Context: an optimization exercise on an open-source flow, tuned for small area and a short achievable clock period. The choices shown serve that exercise and are no tape-out recipe.
At most, simulation tests tie the RTL to the original design; equivalence was not proved.

lane 1:
// SRGL
module SRGL(
    input wire clk,
    input wire reset,
    input wire mov,
    input wire signed [31:0] mpu_valor,
    input wire [7:0] letra_base,
    input wire mpu_valid,
    output reg ready,
    output reg [7:0] letra_final
);
reg [4:0] write_ptr;
reg buffer_full;
reg [13:0] sr0;
reg [13:0] sr1;
reg [13:0] sr2;
reg [13:0] sr3;
reg [13:0] sr4;
reg [13:0] sr5;
reg [13:0] sr6;
reg [13:0] sr7;
reg [13:0] sr8;
reg [13:0] sr9;
reg [13:0] sr10;
reg [13:0] sr11;
reg [13:0] sr12;
reg [13:0] sr13;
reg [13:0] sr14;
reg [13:0] sr15;
reg [13:0] sr16;
reg [13:0] sr17;
reg [13:0] sr18;
reg [13:0] sr19;
reg [13:0] sr20;
reg [13:0] sr21;
reg [13:0] sr22;
reg [13:0] sr23;
reg [13:0] sr24;
reg [13:0] sr25;
reg [13:0] sr26;
reg [13:0] sr27;
reg [13:0] sr28;
reg [13:0] sr29;
reg [20:0] acc;         
reg signed [6:0] hmin, hmax;  
wire en = mpu_valid & ~buffer_full;
wire first = (write_ptr == 5'd0);
wire [15:0] x = mpu_valor[15:0];
wire signed [6:0] xh = mpu_valor[15:9];
always @(posedge clk or posedge reset) begin
    if (reset) begin
        write_ptr <= 5'd0;
        buffer_full <= 1'b0;
    end else begin
        if (en) begin
            if (write_ptr == 5'd29) buffer_full <= 1'b1;
            else write_ptr <= write_ptr + 5'd1;
        end
        if (!mov) begin
            write_ptr <= 5'd0;
            buffer_full <= 1'b0;
        end
    end
end
wire [20:0] acc_base = first ? 21'd0 : acc;
wire [20:0] acc_next;
always @(posedge clk) begin
    if (en) begin
        sr0 <= ~x[13:0];
        sr1 <= sr0;
        sr2 <= sr1;
        sr3 <= sr2;
        sr4 <= sr3;
        sr5 <= sr4;
        sr6 <= sr5;
  ...
For scale: about 53 I/O pins.
clock: 90.0 ns
lec_check: 0
abc_area: 1
cap_margin: 20
core_margin: 2
core_utilization: 65
cts_cluster_diameter: 80
cts_cluster_size: 30
place_density: 0.75
slew_margin: 20
synth_hierarchical: 1
synth_minimum_keep_size: 0
run.sh (not shown) runs the stock make flow with config.mk's settings and CLKGATE_MAP_FILE= SYNTH_SCRIPT=/design/flow/synth_recipe.tcl, a recipe that flattens the netlist after the stock synthesis.
For lane 2, these inputs were changed with respect to lane 1:
--- a/flow/design.v
+++ b/flow/design.v
@@ -126,14 +126,12 @@
         2'd2: qsel = 15'd4505;
         default: qsel = 15'd13493;
     endcase
 end
 wire [14:0] qr = qsel + {{9{rem[5]}}, rem};
 wire [12:0] cc = ~qr[13:1];                      
-wire is_model = (letra_base == "D") | (letra_base == "H") | (letra_base == "F") | (letra_base == "L");
-wire ok_early = buffer_full & mov & is_model & span_ok;
 wire fs1;
 wire fc2;
 wire fs3;
 wire fc4;
 wire fs5;
 wire fc6;
@@ -6705,15 +6703,15 @@
 srgl_and2 u_g3743 (.a(hs3725), .b(hs3723), .y(g3743));
 srgl_ao21 u_g3744 (.a(hs3727), .b(g3742), .c(hc3728), .y(g3744));
 srgl_and2 u_g3745 (.a(hs3727), .b(g3743), .y(g3745));
 srgl_ao21 u_g3746 (.a(g3745), .b(g3740), .c(g3744), .y(g3746));
 srgl_and2 u_g3747 (.a(g3745), .b(g3741), .y(g3747));
 srgl_ao21 u_g3748 (.a(g3747), .b(g3737), .c(g3746), .y(g3748));
-wire big_early = fc3054 | fc3056 | fc3058 | fc3262 | fc3264 | fc3266 | fc3268 | fc3270 | fc3272 | fc3274 | fc3276 | fc3278 | fc3416 | fc3418 | fc3420 | fc3422 | fc3424 | fc3426 | fc3518 | fc3520 | fc3522 | fc3524 | fc3596 | fc3598 | fc3600 | fc3648 | fc3650 | sat156 | sat261 | sat361 | sat460 | sat565 | sat664 | sat761 | sat866 | sat971 | sat1076 | sat1179 | sat1284 | sat1384 | sat1471 | sat1565 | sat1659 | sat1753 | sat1843 | sat1945 | sat2043 | sat2145 | sat2237 | sat2327 | sat2416 | sat2510 | sat2602 | sat2694 | sat2786 | sat2875 | sat2969;
-wire sel;
-srgl_sel u_sel (.en(ok_early), .big(big_early), .late({fc3676, fc3702, g3748}), .sel(sel));
+wire big = fc3054 | fc3056 | fc3058 | fc3262 | fc3264 | fc3266 | fc3268 | fc3270 | fc3272 | fc3274 | fc3276 | fc3278 | fc3416 | fc3418 | fc3420 | fc3422 | fc3424 | fc3426 | fc3518 | fc3520 | fc3522 | fc3524 | fc3596 | fc3598 | fc3600 | fc3648 | fc3650 | fc3676 | fc3702 | sat156 | sat261 | sat361 | sat460 | sat565 | sat664 | sat761 | sat866 | sat971 | sat1076 | sat1179 | sat1284 | sat1384 | sat1471 | sat1565 | sat1659 | sat1753 | sat1843 | sat1945 | sat2043 | sat2145 | sat2237 | sat2327 | sat2416 | sat2510 | sat2602 | sat2694 | sat2786 | sat2875 | sat2969 | g3748;
+wire match = ~big & span_ok;
+wire is_model = (letra_base == "D") | (letra_base == "H") | (letra_base == "F") | (letra_base == "L");
 reg [7:0] target;
 always @(*) begin
     case (msel)
         2'd0: target = "Z";
         2'd1: target = "T";
         2'd2: target = "K";
@@ -6723,43 +6721,40 @@
 always @(posedge clk or posedge reset) begin
     if (reset) begin
         letra_final <= "?";
         ready <= 1'b0;
     end else begin
         ready <= buffer_full;
-        letra_final <= sel ? target : letra_base;
+        letra_final <= (buffer_full & mov & is_model & match) ? target : letra_base;
     end
 end
 endmodule
 module srgl_fa(input wire a, input wire b, input wire c, output wire s, output wire co);
 assign s = a ^ b ^ c;
 assign co = (a & b) | (a & c) | (b & c);
 endmodule
 module srgl_nor(input wire a, input wire b, output wire y);
 assign y = ~(a | b);
 endmodule
 module srgl_dec(input wire [3:1] b, output wire [15:0] mf);
-assign mf[0] = 1'b0;
-assign mf[1] = ~b[3] & ~b[1];
-assign mf[2] = b[1];
-assign mf[3] = ~b[3];
-assign mf[4] = ~b[2];
-assign mf[5] = ~b[1] & ~(b[3] & b[2]);
-assign mf[6] = ~b[2] | b[1];
-assign mf[7] = ~b[3] | ~b[2];
-assign mf[8] = b[3] & b[2];
-assign mf[9] = b[2] & ~b[1];
-assign mf[10] = b[1] | (b[3] & b[2]);
-assign mf[11] = b[2];
-assign mf[12] = b[3];
-assign mf[13] = ~b[1];
-assign mf[14] = b[3] | b[1];
-assign mf[15] = 1'b1;
-endmodule
-module srgl_sel(input wire en, input wire big, input wire [2:0] late, output wire sel);
-assign sel = en & ~big & ~|late;
+assign mf[0] = b[3] ? 1'b0 : 1'b0;
+assign mf[1] = b[3] ? 1'b0 : ~b[1];
+assign mf[2] = b[3] ? 1'b0 : b[1];
+assign mf[3] = b[3] ? 1'b0 : 1'b1;
+assign mf[4] = b[3] ? ~b[2] : 1'b0;
+assign mf[5] = b[3] ? ~b[2] : ~b[1];
+assign mf[6] = b[3] ? ~b[2] : b[1];
+assign mf[7] = b[3] ? ~b[2] : 1'b1;
+assign mf[8] = b[3] ? b[2] : 1'b0;
+assign mf[9] = b[3] ? b[2] : ~b[1];
+assign mf[10] = b[3] ? b[2] : b[1];
+assign mf[11] = b[3] ? b[2] : 1'b1;
+assign mf[12] = b[3] ? 1'b1 : 1'b0;
+assign mf[13] = b[3] ? 1'b1 : ~b[1];
+assign mf[14] = b[3] ? 1'b1 : b[1];
+assign mf[15] = b[3] ? 1'b1 : 1'b1;
 endmodule
 module srgl_ao21(input wire a, input wire b, input wire c, output wire y);
 assign y = (a & b) | c;
 endmodule
 module srgl_and2(input wire a, input wire b, output wire y);
 assign y = a & b;
Results
The final hold slack of lane 2 exceeds that of lane 1 by 0.0052 ns. Diff lane 1 -> lane 2 | met3 wire length | increase of about 0.6%. As of lane 2, area of the die had risen slightly compared to lane 1. Going from lane 1 to lane 2, proportion of final cell area spent on non-clock buffers ~0 delta, total track usage level.
For lane 2, only the layout was checked, not whether the RTL still works.

* * *

Another version of the RTL of SRGL (not shown whole).
Size in the first run: roughly 4000 cells after synthesis, roughly 53 I/O pins, roughly 0.048 mm2 of cells after synthesis.
## SRGL
module SRGL(
    input wire clk,
    input wire reset,
    input wire mov,
    input wire signed [31:0] mpu_valor,
    input wire [7:0] letra_base,
    input wire mpu_valid,
    output reg ready,
    output reg [7:0] letra_final
);
reg [4:0] write_ptr;
reg buffer_full;
reg [13:0] sr0;
reg [13:0] sr1;
reg [13:0] sr2;
reg [13:0] sr3;
reg [13:0] sr4;
reg [13:0] sr5;
reg [13:0] sr6;
reg [13:0] sr7;
reg [13:0] sr8;
reg [13:0] sr9;
reg [13:0] sr10;
reg [13:0] sr11;
reg [13:0] sr12;
reg [13:0] sr13;
reg [13:0] sr14;
reg [13:0] sr15;
reg [13:0] sr16;
reg [13:0] sr17;
reg [13:0] sr18;
reg [13:0] sr19;
reg [13:0] sr20;
reg [13:0] sr21;
reg [13:0] sr22;
reg [13:0] sr23;
reg [13:0] sr24;
reg [13:0] sr25;
reg [13:0] sr26;
reg [13:0] sr27;
reg [13:0] sr28;
reg [13:0] sr29;
reg [20:0] acc;         
reg signed [6:0] hmin, hmax;  
wire en = mpu_valid & ~buffer_full;
wire first = (write_ptr == 5'd0);
wire [15:0] x = mpu_valor[15:0];
wire signed [6:0] xh = mpu_valor[15:9];
always @(posedge clk or posedge reset) begin
    if (reset) begin
        write_ptr <= 5'd0;
        buffer_full <= 1'b0;
    end else begin
        if (en) begin
            if (write_ptr == 5'd29) buffer_full <= 1'b1;
            else write_ptr <= write_ptr + 5'd1;
        end
        if (!mov) begin
            write_ptr <= 5'd0;
            buffer_full <= 1'b0;
        end
    end
end
wire [20:0] acc_base = first ? 21'd0 : acc;
wire [20:0] acc_next;
always @(posedge clk) begin
    if (en) begin
        sr0 <= ~x[13:0];
        sr1 <= sr0;
        sr2 <= sr1;
        sr3 <= sr2;
        sr4 <= sr3;
        sr5 <= sr4;
        sr6 <= sr5;
        sr7 <= sr6;
        sr8 <= sr7;
        sr9 <= sr8;
        sr10 <= sr9;
        sr11 <= sr10;
        sr12 <= sr11;
        sr13 <= sr12;
        sr14 <= sr13;
        sr15 <= sr14;
        sr16 <= sr15;
        sr17 <= sr16;
        sr18 <= sr17;
        sr19 <= sr18;
        sr20 <= sr19;
        sr21 <= sr20;
        sr22 <= sr21;
        sr23 <= sr22;
        sr24 <= sr23;
        sr25 <= sr24;
        sr26 <= sr25;
        sr27 <= sr26;
        sr28 <= sr27;
  ...
Settings: LEC_CHECK=0, ABC_AREA=1, CAP_MARGIN=20, CORE_MARGIN=2, CORE_UTILIZATION=65, CTS_CLUSTER_DIAMETER=80, CTS_CLUSTER_SIZE=30, SLEW_MARGIN=20, SYNTH_HIERARCHICAL=1, SYNTH_MINIMUM_KEEP_SIZE=0; clock period 90.0 ns.
Edit:
--- a/flow/design.v
+++ b/flow/design.v
@@ -6663,21 +6663,20 @@
 srgl_fa u_fs3717 (.a(fc3646), .b(fs3689), .c(fc3688), .s(fs3717), .co(fc3718));
 srgl_fa u_fs3719 (.a(fc3650), .b(fs3691), .c(fc3690), .s(fs3719), .co(fc3720));
 srgl_fa u_fs3721 (.a(fc3654), .b(fs3693), .c(fc3692), .s(fs3721), .co(fc3722));
 srgl_fa u_fs3723 (.a(fc3658), .b(fs3695), .c(fc3694), .s(fs3723), .co(fc3724));
 srgl_fa u_fs3725 (.a(fc3662), .b(fs3697), .c(fc3696), .s(fs3725), .co(fc3726));
 srgl_fa u_fs3727 (.a(fc3666), .b(fs3699), .c(fc3698), .s(fs3727), .co(fc3728));
 srgl_fa u_fs3729 (.a(fc3670), .b(fs3701), .c(fc3700), .s(fs3729), .co(fc3730));
 wire [13:0] row_a = {fs3729, fs3727, fs3725, fs3723, fs3721, fs3719, fs3717, fs3715, fs3713, fs3711, fs3709, fs3707, fs3705, hs3675};
 wire [13:0] row_b = {fc3728, fc3726, fc3724, fc3722, fc3720, fc3718, fc3716, fc3714, fc3712, fc3710, fc3708, fc3706, hc3704, hs3703};
-wire row_co;
-srgl_cout u_cout (.a(row_a), .b(row_b), .co(row_co));
-wire big = fc3428 | fc3430 | fc3432 | fc3532 | fc3534 | fc3536 | fc3538 | fc3616 | fc3618 | fc3620 | fc3672 | fc3674 | fc3702 | fc3730 | sat156 | sat261 | sat361 | sat460 | sat565 | sat664 | sat761 | sat866 | sat971 | sat1076 | sat1179 | sat1284 | sat1384 | sat1471 | sat1565 | sat1659 | sat1753 | sat1843 | sat1945 | sat2043 | sat2145 | sat2237 | sat2327 | sat2416 | sat2510 | sat2602 | sat2694 | sat2786 | sat2875 | sat2969 | row_co;
+wire [14:0] row_sum = {1'b0, row_a} + {1'b0, row_b};
+wire big = fc3428 | fc3430 | fc3432 | fc3532 | fc3534 | fc3536 | fc3538 | fc3616 | fc3618 | fc3620 | fc3672 | fc3674 | fc3702 | fc3730 | sat156 | sat261 | sat361 | sat460 | sat565 | sat664 | sat761 | sat866 | sat971 | sat1076 | sat1179 | sat1284 | sat1384 | sat1471 | sat1565 | sat1659 | sat1753 | sat1843 | sat1945 | sat2043 | sat2145 | sat2237 | sat2327 | sat2416 | sat2510 | sat2602 | sat2694 | sat2786 | sat2875 | sat2969 | row_sum[14];
 wire match = ~big & span_ok;
 wire is_model = (letra_base == "D") | (letra_base == "H") | (letra_base == "F") | (letra_base == "L");
 reg [7:0] target;
 always @(*) begin
     case (msel)
         2'd0: target = "Z";
         2'd1: target = "T";
         2'd2: target = "K";
         default: target = "G";
@@ -6712,34 +6711,18 @@
 assign mf[8] = b[3] ? b[2] : 1'b0;
 assign mf[9] = b[3] ? b[2] : ~b[1];
 assign mf[10] = b[3] ? b[2] : b[1];
 assign mf[11] = b[3] ? b[2] : 1'b1;
 assign mf[12] = b[3] ? 1'b1 : 1'b0;
 assign mf[13] = b[3] ? 1'b1 : ~b[1];
 assign mf[14] = b[3] ? 1'b1 : b[1];
 assign mf[15] = b[3] ? 1'b1 : 1'b1;
 endmodule
-module srgl_cout(input wire [13:0] a, input wire [13:0] b, output wire co);
-wire [13:0] g0 = a & b, p0 = a | b;
-wire [13:0] g1, p1, g2, p2, g3, p3, g4;
-genvar i;
-generate for (i = 0; i < 14; i = i + 1) begin : pf
-    if (i >= 1) begin assign g1[i] = g0[i] | (p0[i] & g0[i-1]); assign p1[i] = p0[i] & p0[i-1]; end
-    else begin assign g1[i] = g0[i]; assign p1[i] = p0[i]; end
-    if (i >= 2) begin assign g2[i] = g1[i] | (p1[i] & g1[i-2]); assign p2[i] = p1[i] & p1[i-2]; end
-    else begin assign g2[i] = g1[i]; assign p2[i] = p1[i]; end
-    if (i >= 4) begin assign g3[i] = g2[i] | (p2[i] & g2[i-4]); assign p3[i] = p2[i] & p2[i-4]; end
-    else begin assign g3[i] = g2[i]; assign p3[i] = p2[i]; end
-    if (i >= 8) begin assign g4[i] = g3[i] | (p3[i] & g3[i-8]); end
-    else begin assign g4[i] = g3[i]; end
-end endgenerate
-assign co = g4[13];
-endmodule
 module srgl_inv(input wire a, output wire y);
 assign y = ~a;
 endmodule
 module srgl_nand(input wire a, input wire b, output wire y);
 assign y = ~(a & b);
 endmodule
 module srgl_nor2(input wire a, input wire b, output wire y);
 assign y = ~(a | b);
 endmodule
What happened: The new run passed the timing, design-rule and antenna checks. Design area stays flat. Setup slack gains 640 ps. Final cell count went down by 1.0%. Synthesized cell count falls by 1.1%. Routed wire length barely changes.
Only the layout flow was run in the first run of this note; the RTL was not checked for function there.

what the ideal ports hide:
How much do the figures lean on ideal ports? The routed layouts below were timed once more, with nothing changed but the port constraints. Step 1 sets driving cells, clkbuf_16 on the clock port and buf_2 on the other inputs (assumed; they add their load-dependent delay and slew). Step 2 moves the port delays by t, midway between the first and last clock arrival at a register: inputs arrive t later, outputs are due t later. That takes back most of the time a late clock gives input paths. a / b / c = ideal ports / drivers / drivers and shift; a / b = the first two.
| run | shift t [ns] | setup slack, ns | latest minus earliest clock arrival (ns) |
|---|---|---|---|
| lane 1 | 0.654 | 60.432 / 60.468 / 59.814 | 0.027 / 0.026 |
| lane 2 | 0.641 | 59.999 / 60.038 / 59.396 | 0.025 / 0.025 |
| the first run of note 2 | 0.661 | 59.474 / 59.517 / 58.855 | 0.037 / 0.037 |
| the second run of note 2 | 0.668 | 60.114 / 60.156 / 59.488 | 0.044 / 0.044 |
After both steps every run listed still meets setup and hold. For the second run of note 2, which loses most, drivers alone change the setup slack by +0.042 ns; drivers and shift together by -0.626 ns.
